This is an optimization exercise on Yosys and OpenROAD, whose aim is small area and a short achievable clock period, not a production implementation.
At most, simulation tests tie the RTL to the original design; equivalence was not proved.
Power is estimated from default activity; no workload was simulated. The clock port is modelled as an ideal driver; clocking choices that lean on that would not hold on a real chip.

==> inputs of cedar <==
// eight_pt_fft
module eight_pt_fft(a0,a1,a2,a3,a4,a5,a6,a7,clk,rst,
                    y0,yr1,yi1,yr2,yi2,yr3,yi3,y4,yr5,yi5,yr6,yi6,yr7,yi7);
    input  [15:0] a0,a1,a2,a3,a4,a5,a6,a7;
    input  clk,rst;
    output [15:0] y0,yr1,yi1,yr2,yi2,yr3,yi3,y4,yr5,yi5,yr6,yi6,yr7,yi7;
    reg [2:0] cnt;
    always @(posedge clk)
        if (rst) cnt <= 3'd0;
        else if (cnt != 3'd6) cnt <= cnt + 3'd1;
    wire ok = (cnt == 3'd6) & ~rst;
    reg [15:0] x0;
    always @(posedge clk) x0 <= a0;
    reg [15:0] x1;
    always @(posedge clk) x1 <= a1;
    reg [15:0] x2;
    always @(posedge clk) x2 <= a2;
    reg [15:0] x3;
    always @(posedge clk) x3 <= a3;
    reg [15:0] x4;
    always @(posedge clk) x4 <= a4;
    reg [15:0] x5;
    always @(posedge clk) x5 <= a5;
    reg [15:0] x6;
    always @(posedge clk) x6 <= a6;
    reg [15:0] x7;
    always @(posedge clk) x7 <= a7;
    wire w_s0_p1 = x0[0] ^ x4[0];
    wire w_s0_p2 = x0[1] ^ x4[1];
  ...
clock: 4.0 ns
lec_check: 0
abc_area: 1
cap_margin: 20
core_margin: 2
core_utilization: 65
place_density: 0.65
setup_slack_margin: 2.0
slew_margin: 20
standard.sh (not shown) runs the stock make flow with config.mk's settings and CLKGATE_MAP_FILE= SYNTH_SCRIPT=/design/flow/synth_recipe.tcl, a recipe that flattens the netlist after the stock synthesis.
==> flow/flow/run.sh <==
#!/bin/bash
# Standard layout, except: synthesis maps adders to plain gates instead of the
# platform's full/half-adder cells (ADDER_MAP_FILE left empty); ports buffered with buf_2; clock tree without dummy loads.
# Registers, their names and cell types are the same as the standard synthesis.
set -euo pipefail
bash standard.sh ADDER_MAP_FILE= 'BUFFER_PORTS_ARGS=-buffer_cell sky130_fd_sc_hd__buf_2' 'CTS_ARGS=-sink_clustering_enable -repair_clock_nets -sink_clustering_size 30 -sink_clustering_max_diameter 120 -dont_use_dummy_load' finish > run_make.log 2>&1
==> inputs of violet, as changes to cedar <==
==> flow/flow/run.sh (replaced) <==
#!/bin/bash
# Standard layout, except:
# - synthesis maps adders to plain gates instead of the platform's full/half-adder
#   cells (ADDER_MAP_FILE left empty);
# - ABC's area script is replaced by flow/abc_area.script (a copy of ORFS's
#   scripts folder is made with only that file changed);
# - ports are buffered with buf_2; the clock tree is built without dummy loads.
# Registers, their names and cell types are the same as the standard synthesis.
set -euo pipefail
rm -rf scripts_mod
cp -r "$FLOW_HOME/scripts" scripts_mod
cp flow/abc_area.script scripts_mod/abc_area.script
bash standard.sh ADDER_MAP_FILE= SCRIPTS_DIR=$PWD/scripts_mod \
  'BUFFER_PORTS_ARGS=-buffer_cell sky130_fd_sc_hd__buf_2' \
  'CTS_ARGS=-sink_clustering_enable -repair_clock_nets -sink_clustering_size 30 -sink_clustering_max_diameter 120 -dont_use_dummy_load' \
  finish > run_make.log 2>&1
==> flow/flow/abc_area.script (new file) <==
strash
&get -n
&dch
&nf
&put
topo
stime -c
buffer -c
upsize -c
dnsize -c
--- a/flow/config.mk
+++ b/flow/config.mk
@@ -11,3 +11,3 @@
 export CORE_UTILIZATION = 65
-export PLACE_DENSITY = 0.65
+export PLACE_DENSITY = 0.75
 export SETUP_SLACK_MARGIN = 2.0
==> inputs of fjord, as changes to cedar <==
--- a/flow/config.mk
+++ b/flow/config.mk
@@ -10,4 +10,4 @@
 export CORE_MARGIN = 2
-export CORE_UTILIZATION = 65
-export PLACE_DENSITY = 0.65
+export CORE_UTILIZATION = 60
+export PLACE_DENSITY = 0.85
 export SETUP_SLACK_MARGIN = 2.0
==> summary.txt <==
Sequential power is about the same in fjord and cedar. Total power, highest first: violet, fjord, cedar. Via count, lowest first: violet, cedar, fjord. The highest routed wire length belongs to violet, the lowest to cedar. fjord completed with no timing, DRC or antenna violations. cedar finished with timing, DRC and antenna clean. violet finished clean. The lowest setup slack belongs to violet, the highest to fjord. Sequential cell count is the same in cedar and fjord. Utilization, lowest first: fjord, cedar, violet.
Function was not checked in any run of this note: the RTL went through the layout flow alone.


==> job 9198: inputs <==
Another version of the RTL of eight_pt_fft (not shown whole).
==> flow/design.v (excerpt) <==
module eight_pt_fft(a0,a1,a2,a3,a4,a5,a6,a7,clk,rst,
                    y0,yr1,yi1,yr2,yi2,yr3,yi3,y4,yr5,yi5,yr6,yi6,yr7,yi7);
    input  [15:0] a0,a1,a2,a3,a4,a5,a6,a7;
    input  clk,rst;
    output [15:0] y0,yr1,yi1,yr2,yi2,yr3,yi3,y4,yr5,yi5,yr6,yi6,yr7,yi7;
    reg [2:0] cnt;
    always @(posedge clk)
        if (rst) cnt <= 3'd0;
        else if (cnt != 3'd6) cnt <= cnt + 3'd1;
    wire ok = (cnt == 3'd6) & ~rst;
    reg [15:0] x0;
    always @(posedge clk) x0 <= a0;
    reg [15:0] x1;
    always @(posedge clk) x1 <= a1;
    reg [15:0] x2;
    always @(posedge clk) x2 <= a2;
    reg [15:0] x3;
    always @(posedge clk) x3 <= a3;
    reg [15:0] x4;
    always @(posedge clk) x4 <= a4;
    reg [15:0] x5;
    always @(posedge clk) x5 <= a5;
    reg [15:0] x6;
    always @(posedge clk) x6 <= a6;
    reg [15:0] x7;
    always @(posedge clk) x7 <= a7;
    wire w_s0_p1 = x0[0] ^ x4[0];
    wire w_s0_p2 = x0[1] ^ x4[1];
    wire w_s0_p3 = x0[2] ^ x4[2];
    wire w_s0_p4 = x0[3] ^ x4[3];
    wire w_s0_p5 = x0[4] ^ x4[4];
    wire w_s0_p6 = x0[5] ^ x4[5];
    wire w_s0_p7 = x0[6] ^ x4[6];
    wire w_s0_p8 = x0[7] ^ x4[7];
    wire w_s0_p9 = x0[8] ^ x4[8];
    wire w_s0_p10 = x0[9] ^ x4[9];
    wire w_s0_p11 = x0[10] ^ x4[10];
    wire w_s0_p12 = x0[11] ^ x4[11];
    wire w_s0_p13 = x0[12] ^ x4[12];
    wire w_s0_p14 = x0[13] ^ x4[13];
    wire w_s0_p15 = x0[14] ^ x4[14];
    wire w_s0_p16 = x0[15] ^ x4[15];
    wire w_s0_g17 = x0[0] & x4[0];
    wire w_s0_g18 = x0[1] & x4[1];
    wire w_s0_g19 = x0[2] & x4[2];
    wire w_s0_g20 = x0[3] & x4[3];
    wire w_s0_g21 = x0[4] & x4[4];
    wire w_s0_g22 = x0[5] & x4[5];
    wire w_s0_g23 = x0[6] & x4[6];
    wire w_s0_g24 = x0[7] & x4[7];
    wire w_s0_g25 = x0[8] & x4[8];
    wire w_s0_g26 = x0[9] & x4[9];
    wire w_s0_g27 = x0[10] & x4[10];
    wire w_s0_g28 = x0[11] & x4[11];
    wire w_s0_g29 = x0[12] & x4[12];
    wire w_s0_g30 = x0[13] & x4[13];
    wire w_s0_g31 = x0[14] & x4[14];
    wire w_s0_g32 = x0[15] & x4[15];
    wire w_s0_G33 = w_s0_g18 | (w_s0_p2 & w_s0_g17);
    wire w_s0_G34 = w_s0_g20 | (w_s0_p4 & w_s0_g19);
    wire w_s0_P35 = w_s0_p4 & w_s0_p3;
    wire w_s0_G36 = w_s0_g22 | (w_s0_p6 & w_s0_g21);
    wire w_s0_P37 = w_s0_p6 & w_s0_p5;
    wire w_s0_G38 = w_s0_g24 | (w_s0_p8 & w_s0_g23);
  ...
Settings: LEC_CHECK=0, ABC_AREA=1, CAP_MARGIN=20, CORE_MARGIN=2, CORE_UTILIZATION=75, CTS_CLUSTER_DIAMETER=50, CTS_CLUSTER_SIZE=24, PLACE_DENSITY=0.85, SETUP_SLACK_MARGIN=2.0, SLEW_MARGIN=20; clock period 4.0 ns.
==> flow/flow/run.sh <==
#!/bin/bash
# Standard layout, except: synthesis maps adders to plain gates instead of the
# platform's full/half-adder cells (ADDER_MAP_FILE left empty); ports buffered with buf_2.
# Registers, their names and cell types are the same as the standard synthesis.
set -euo pipefail
bash standard.sh ADDER_MAP_FILE= 'BUFFER_PORTS_ARGS=-buffer_cell sky130_fd_sc_hd__buf_2' finish > run_make.log 2>&1
==> job 938: changes against job 9198 <==
==> flow/flow/run.sh (replaced) <==
#!/bin/bash
# Standard layout, except: synthesis maps adders to plain gates instead of the
# platform's full/half-adder cells (ADDER_MAP_FILE left empty).
# Registers, their names and cell types are the same as the standard synthesis.
set -euo pipefail
bash standard.sh ADDER_MAP_FILE=  finish > run_make.log 2>&1
--- a/flow/config.mk
+++ b/flow/config.mk
@@ -9,8 +9,6 @@
 export CAP_MARGIN = 20
 export CORE_MARGIN = 2
-export CORE_UTILIZATION = 75
-export CTS_CLUSTER_DIAMETER = 50
-export CTS_CLUSTER_SIZE = 24
-export PLACE_DENSITY = 0.85
+export CORE_UTILIZATION = 65
+export PLACE_DENSITY = 0.75
 export SETUP_SLACK_MARGIN = 2.0
 export SLEW_MARGIN = 20
==> job 5263: changes against job 9198 <==
==> flow/flow/run.sh (replaced) <==
#!/bin/bash
# Standard layout, except: synthesis maps adders to plain gates instead of the
# platform's full/half-adder cells (ADDER_MAP_FILE left empty); ports buffered with buf_2; clock tree without dummy loads.
# Registers, their names and cell types are the same as the standard synthesis.
set -euo pipefail
bash standard.sh ADDER_MAP_FILE= 'BUFFER_PORTS_ARGS=-buffer_cell sky130_fd_sc_hd__buf_2' 'CTS_ARGS=-sink_clustering_enable -repair_clock_nets -sink_clustering_size 16 -sink_clustering_max_diameter 40 -dont_use_dummy_load' finish > run_make.log 2>&1
--- a/flow/config.mk
+++ b/flow/config.mk
@@ -9,8 +9,6 @@
 export CAP_MARGIN = 20
 export CORE_MARGIN = 2
-export CORE_UTILIZATION = 75
-export CTS_CLUSTER_DIAMETER = 50
-export CTS_CLUSTER_SIZE = 24
-export PLACE_DENSITY = 0.85
+export CORE_UTILIZATION = 65
+export PLACE_DENSITY = 0.75
 export SETUP_SLACK_MARGIN = 2.0
 export SLEW_MARGIN = 20
==> summary.txt <==
Of job 938 and job 5263, job 938 has the higher via count (gap about 2%, measured against job 5263).
Non-clock buffer count, lowest first: job 5263, job 9198, job 938.
Clock skew, highest first: job 5263, job 9198, job 938.
Sequential power is about the same in job 5263 and job 9198.
First-iteration DRC count, lowest first: job 5263, job 938, job 9198.
In job 5263 the clock power is smaller than in job 938, by about 5%.
Of job 9198 and job 938, job 938 has the higher cell count (gap about 2.6%, measured against job 938).
Between job 5263 and job 9198, the lower hold slack is in job 5263 (gap 0.0031 ns).
Critical path depth: job 938 is lower than job 9198 (13).
Register-to-register slack: job 938 is higher than job 9198 (0.11 ns).
==> figures <==
Status: job 9198 timing/DRC/antenna clean; job 5263 timing/DRC/antenna clean; job 938 timing/DRC/antenna clean
Clock group total power: job 9198 0.00676 W; job 5263 0.00776 W; job 938 0.00819 W
Area inside the core boundary: job 9198 45580 sq um; job 5263 52760 sq um; job 938 52760 sq um
Fin worst setup slack: job 9198 1.996 ns; job 5263 2.060 ns; job 938 1.994 ns
Layout-stage area growth over the synthesis result: job 9198 12.46%; job 5263 13.93%; job 938 17.24%
Data required time at the worst endpoint: job 9198 4.58 ns; job 5263 3.20 ns; job 938 3.20 ns
M1 WL: job 9198 29250 microns; job 5263 30100 microns; job 938 30220 microns
Crit path largest cell delay: job 9198 0.43 ns; job 5263 0.36 ns; job 938 0.31 ns
Slew at the pin closest to its max-slew limit: job 9198 0.5601 ns; job 5263 0.5186 ns; job 938 0.5658 ns
Cells on Worst Hold Path: job 9198 1; job 5263 1; job 938 0
R2r startpoint: job 9198 s0[7]$_DFF_P_; job 5263 u[11]$_DFF_P_; job 938 x0[0]$_DFF_P_
Reg area: job 9198 19050 sq um; job 5263 19040 sq um; job 938 19080 sq um
Hold path endpoint: job 9198 x6[0]$_DFF_P_; job 5263 x0[14]$_DFF_P_; job 938 c1[5]$_DFF_P_
Clock period minus final worst setup slack: job 9198 2.004 ns; job 5263 1.940 ns; job 938 2.006 ns
Die width: job 9198 219.5 microns; job 5263 235.5 microns; job 938 235.5 microns
Endpoint of the most critical setup path: job 9198 t2[15]$_DFF_P_; job 5263 yr7[1]; job 938 yr3[10]
Non-Filler Instances: job 9198 5232; job 5263 5313; job 938 5371
Switching share of power: job 9198 38.08%; job 5263 35.65%; job 938 35.94%
Multi-input gate share of total cell area: job 9198 33.39%; job 5263 32.91%; job 938 31.99%
IR drop worst, VDD: job 9198 544.4 uV; job 5263 460.4 uV; job 938 435.5 uV
Worst slack after detailed placement: job 9198 1.343 ns; job 5263 1.543 ns; job 938 1.437 ns
Clock-pin slew of the registers on the worst-case setup and hold paths: job 9198 0.09 ns; job 5263 0.06 ns; job 938 0.06 ns


==> v36: inputs <==
eight_pt_fft again, from the RTL that the note above started with.
Settings: LEC_CHECK=0, ABC_AREA=1, CAP_MARGIN=20, CORE_MARGIN=2, CORE_UTILIZATION=40, SETUP_SLACK_MARGIN=2.0, SLEW_MARGIN=20; clock period 4.0 ns.
==> flow/flow/run.sh <==
#!/bin/bash
# Standard layout, except that synthesis maps adders to plain gates instead of
# the platform's full/half-adder cells (ADDER_MAP_FILE left empty). Registers,
# their names and cell types are the same as the standard synthesis.
set -euo pipefail
bash standard.sh ADDER_MAP_FILE= finish > run_make.log 2>&1
==> v5: changes against v36 <==
==> flow/flow/run.sh (replaced) <==
#!/bin/bash
# Standard layout, except: synthesis maps adders to plain gates instead of the
# platform's full/half-adder cells (ADDER_MAP_FILE left empty); ports buffered with buf_2; clock tree without dummy loads.
# Registers, their names and cell types are the same as the standard synthesis.
set -euo pipefail
bash standard.sh ADDER_MAP_FILE= 'BUFFER_PORTS_ARGS=-buffer_cell sky130_fd_sc_hd__buf_2' 'CTS_ARGS=-sink_clustering_enable -repair_clock_nets -sink_clustering_size 30 -sink_clustering_max_diameter 120 -dont_use_dummy_load' finish > run_make.log 2>&1
--- a/flow/config.mk
+++ b/flow/config.mk
@@ -8,6 +8,7 @@
 export ABC_AREA = 1
 export CAP_MARGIN = 20
 export CORE_MARGIN = 2
-export CORE_UTILIZATION = 40
+export CORE_UTILIZATION = 65
+export PLACE_DENSITY = 0.75
 export SETUP_SLACK_MARGIN = 2.0
 export SLEW_MARGIN = 20
==> comparison table <==
Hold wc startpoint: v5 a2[11]; v36 t0[12]$_DFF_P_
Area growth from synthesis to layout: v5 8.99%; v36 20.8%
Inserted tap cell count: v5 688; v36 1155
Cell with the largest stage delay on the worst path: v5 dfxtp_1; v36 dfxtp_2
Post-route design area: v5 38000 µm²; v36 42100 µm²
Result of the run: v5 finished clean; v36 finished clean
Total Wirelength: v5 63300 µm; v36 74300 µm
Final Cycle Share: v5 48.1%; v36 48.5%
Area after detailed placement: v5 36900 µm²; v36 39300 µm²
Vias: v5 24395; v36 24993
GR Util met2: v5 39.5%; v36 26.3%
Final cell utilization of the core: v5 71.9%; v36 48.6%
Data arrival time of the worst path: v5 1.13 ns; v36 1.14 ns
Flop pwr share: v5 48.4%; v36 40.6%
Initial detailed-routing violation count: v5 1142; v36 1019
Number of cell rows: v5 84; v36 108
Die span in y: v5 235 µm; v36 299 µm
Final-layout fill cell count: v5 4347; v36 8410
Combinational-cell power consumption: v5 10.6 mW; v36 10.9 mW
Final estimated routing congestion in global placement: v5 0.896; v36 0.850
Die outline area: v5 55400 µm²; v36 89400 µm²
H-tree level count: v5 2; v36 3
Logic depth of the worst register-to-register path: v5 5; v36 11
Max frequency: v5 519 MHz; v36 516 MHz
Multi-input logic portion of the cell area: v5 34.4%; v36 31.2%
Register-to-register path setup slack: v5 2.15 ns; v36 2.16 ns
Clock network contribution to total cell area: v5 2.44%; v36 8.43%


==> job 3886 <==
==> flow/design.v <==
module eight_pt_fft(a0,a1,a2,a3,a4,a5,a6,a7,clk,rst,
                    y0,yr1,yi1,yr2,yi2,yr3,yi3,y4,yr5,yi5,yr6,yi6,yr7,yi7);
    input  [15:0] a0,a1,a2,a3,a4,a5,a6,a7;
    input  clk,rst;
    output [15:0] y0,yr1,yi1,yr2,yi2,yr3,yi3,y4,yr5,yi5,yr6,yi6,yr7,yi7;
    reg [15:0] s0,s1,s2,s3,s4,s5,s6,s7;
    always @(posedge clk) begin
        s0 <= a0 + a4;  s1 <= a0 - a4;
        s2 <= a2 + a6;  s3 <= a2 - a6;
        s4 <= a1 + a5;  s5 <= a1 - a5;
        s6 <= a3 + a7;  s7 <= a3 - a7;
    end
    reg [15:0] t0,t2,t4,t6,b1,b3,u,v;
    always @(posedge clk) begin
        t0 <= s0 + s2;  t2 <= s0 - s2;
        t4 <= s4 + s6;  t6 <= s4 - s6;
        u  <= s5 - s7;  v  <= s5 + s7;
        b1 <= s1;       b3 <= s3;
    end
    wire [15:0] su = u, sv = v;
    reg [15:0] pa,pb,qa,qb,c0,c2,c4,c6,c1,c3;
    always @(posedge clk) begin
        pa <= ($signed(su) >>> 1) + ($signed(su) >>> 3);
        pb <= ($signed(su) >>> 4) + ($signed(su) >>> 6) + ($signed(su) >>> 8);
        qa <= ($signed(sv) >>> 1) + ($signed(sv) >>> 3);
        qb <= ($signed(sv) >>> 4) + ($signed(sv) >>> 6) + ($signed(sv) >>> 8);
        c0 <= t0; c2 <= t2; c4 <= t4; c6 <= t6; c1 <= b1; c3 <= b3;
    end
    reg [15:0] d0,d2,d4,d6,d1,d3,p,q;
    always @(posedge clk) begin
        p <= pa + pb;  q <= qa + qb;
        d0 <= c0; d2 <= c2; d4 <= c4; d6 <= c6; d1 <= c1; d3 <= c3;
    end
    reg [15:0] e0,e2,e4,e6,e1,e3,ep,eq;
    reg [15:0] f0,f2,f4,f6,f1,f3,fp,fq;
    always @(posedge clk) begin
        e0 <= d0; e2 <= d2; e4 <= d4; e6 <= d6; e1 <= d1; e3 <= d3; ep <= p; eq <= q;
        f0 <= e0; f2 <= e2; f4 <= e4; f6 <= e6; f1 <= e1; f3 <= e3; fp <= ep; fq <= eq;
    end
    reg [2:0] cnt;
    always @(posedge clk)
        if (rst) cnt <= 3'd0;
        else if (cnt != 3'd6) cnt <= cnt + 3'd1;
    wire ok = (cnt == 3'd6) & ~rst;
    reg [15:0] o0,o4,or1,or5,or2,oi2,oi6,oi1,oi3,oi5,oi7;
    always @(posedge clk) begin
        if (!ok) begin
            o0 <= 16'd0; o4 <= 16'd0; or1 <= 16'd0; or5 <= 16'd0; or2 <= 16'd0;
            oi2 <= 16'd0; oi6 <= 16'd0; oi1 <= 16'd0; oi3 <= 16'd0; oi5 <= 16'd0; oi7 <= 16'd0;
        end else begin
            o0  <= f0 + f4;   o4  <= f0 - f4;
            or1 <= f1 - fp;   or5 <= f1 + fp;
            or2 <= f2;        oi2 <= -f6;       oi6 <= f6;
            oi3 <= f3 - fq;   oi5 <= fq - f3;
            oi7 <= f3 + fq;   oi1 <= -f3 - fq;
        end
    end
    assign y0 = o0;   assign y4 = o4;
    assign yr1 = or1; assign yr3 = or1;
    assign yr5 = or5; assign yr7 = or5;
    assign yr2 = or2; assign yr6 = or2;
    assign yi2 = oi2; assign yi6 = oi6;
    assign yi1 = oi1; assign yi3 = oi3;
    assign yi5 = oi5; assign yi7 = oi7;
endmodule
==> flow/run.sh <==
#!/bin/bash
# synth_recipe.tcl (not shown) runs the flow's synth.tcl, then flattens the netlist and writes it again
# the make line also repeats each setting of config.mk as NAME=value (left out here)
make -C /OpenROAD-flow-scripts/flow DESIGN_CONFIG=/design/flow/config.mk WORK_HOME=/design/flow/orfs CLKGATE_MAP_FILE= SYNTH_SCRIPT=/design/flow/synth_recipe.tcl finish
==> flow/config.mk <==
export PLATFORM = sky130hd
export DESIGN_NAME = eight_pt_fft
export DESIGN_NICKNAME = eight_pt_fft
export VERILOG_FILES = /design/flow/design.v
export SDC_FILE = /design/flow/constraint.sdc
export NUM_CORES = 4
export LEC_CHECK = 0
export CAP_MARGIN = 20
export CORE_MARGIN = 2
export CORE_UTILIZATION = 40
export SETUP_SLACK_MARGIN = 2.0
export SLEW_MARGIN = 20
==> flow/constraint.sdc <==
create_clock -name core_clock -period 4.0 [get_ports {clk}]
set_input_delay 0.8000 -clock core_clock [delete_from_list [all_inputs] [get_ports {clk}]]
set_output_delay 0.8000 -clock core_clock [all_outputs]
set_load 0.01 [all_outputs]
==> job 2909 (differences from job 3886) <==
SETUP_SLACK_MARGIN = default   (was 2.0)
==> notes <==
- Synthesized cell count is the same in job 2909 and job 3886.
- Between job 2909 and job 3886, the lower global-route usage is in job 2909 (gap 1.9 points).
- Of job 3886 and job 2909, job 3886 has the higher setup slack (gap 0.79 ns).
- Against job 3886, the sequential share of layout area of job 2909 is higher by 4.9 points.
- Of job 2909 and job 3886, job 2909 has the higher clock power (gap about 1%, measured against job 3886).
- Between job 3886 and job 2909, the lower clock-buffer cell count is in job 2909 (gap 6).
- In area after synthesis, job 3886 and job 2909 do not differ.
No functional check of the RTL was part of any run of this note.

separate check: timing with driven ports:
The results above use ideal ports. As a check the final layouts listed here were re-extracted and re-timed, cells and wires unchanged.
Step 1, drivers: a clkbuf_16 drives clk and a buf_2 each remaining input, both assumed.
Step 2, shift: input delay + t, output delay - t, t = (earliest + latest rising clock arrival at the registers) / 2. This alone moves slack from input paths to output paths.
Three values: no drivers, after step 1, after step 2; two values: the first two.
run | t, ns | setup slack, ns | hold slack, ns | latest minus earliest clock arrival (ns) | worst slew at a driven data input, ns
cedar | 0.625 | 2.035 / 1.975 / 1.759 | 0.301 / 0.265 / 0.318 | 0.049 / 0.050 | 0.04
violet | 0.647 | 1.432 / 1.432 / 1.432 | 0.287 / 0.253 / 0.316 | 0.034 / 0.033 | 0.05
fjord | 0.647 | 2.055 / 1.994 / 1.703 | 0.294 / 0.254 / 0.329 | 0.038 / 0.039 | 0.10
job 9198 | 0.695 | 1.996 / 1.959 / 1.732 | 0.249 / 0.216 / 0.319 | 0.027 / 0.026 | 0.11
job 938 | 0.682 | 1.994 / 1.933 / 1.537 | 0.313 / 0.313 / 0.313 | 0.024 / 0.024 | 0.06
job 5263 | 0.689 | 2.060 / 1.999 / 1.651 | 0.246 / 0.207 / 0.287 | 0.062 / 0.063 | 0.05
v36 | 0.705 | 2.061 / 1.994 / 1.473 | 0.321 / 0.321 / 0.321 | 0.028 / 0.028 | 0.10
v5 | 0.641 | 2.075 / 2.012 / 1.669 | 0.288 / 0.250 / 0.320 | 0.051 / 0.051 | 0.07
job 3886 | 0.730 | 1.428 / 1.428 / 0.991 | 0.311 / 0.311 / 0.311 | 0.036 / 0.035 | 0.09
job 2909 | 0.730 | 0.640 / 0.640 / 0.370 | 0.298 / 0.298 / 0.298 | 0.030 / 0.030 | 0.07
After both steps setup and hold are still met in every run listed. For v36, which loses most, drivers alone change the setup slack by -0.067 ns; drivers and shift together by -0.588 ns.
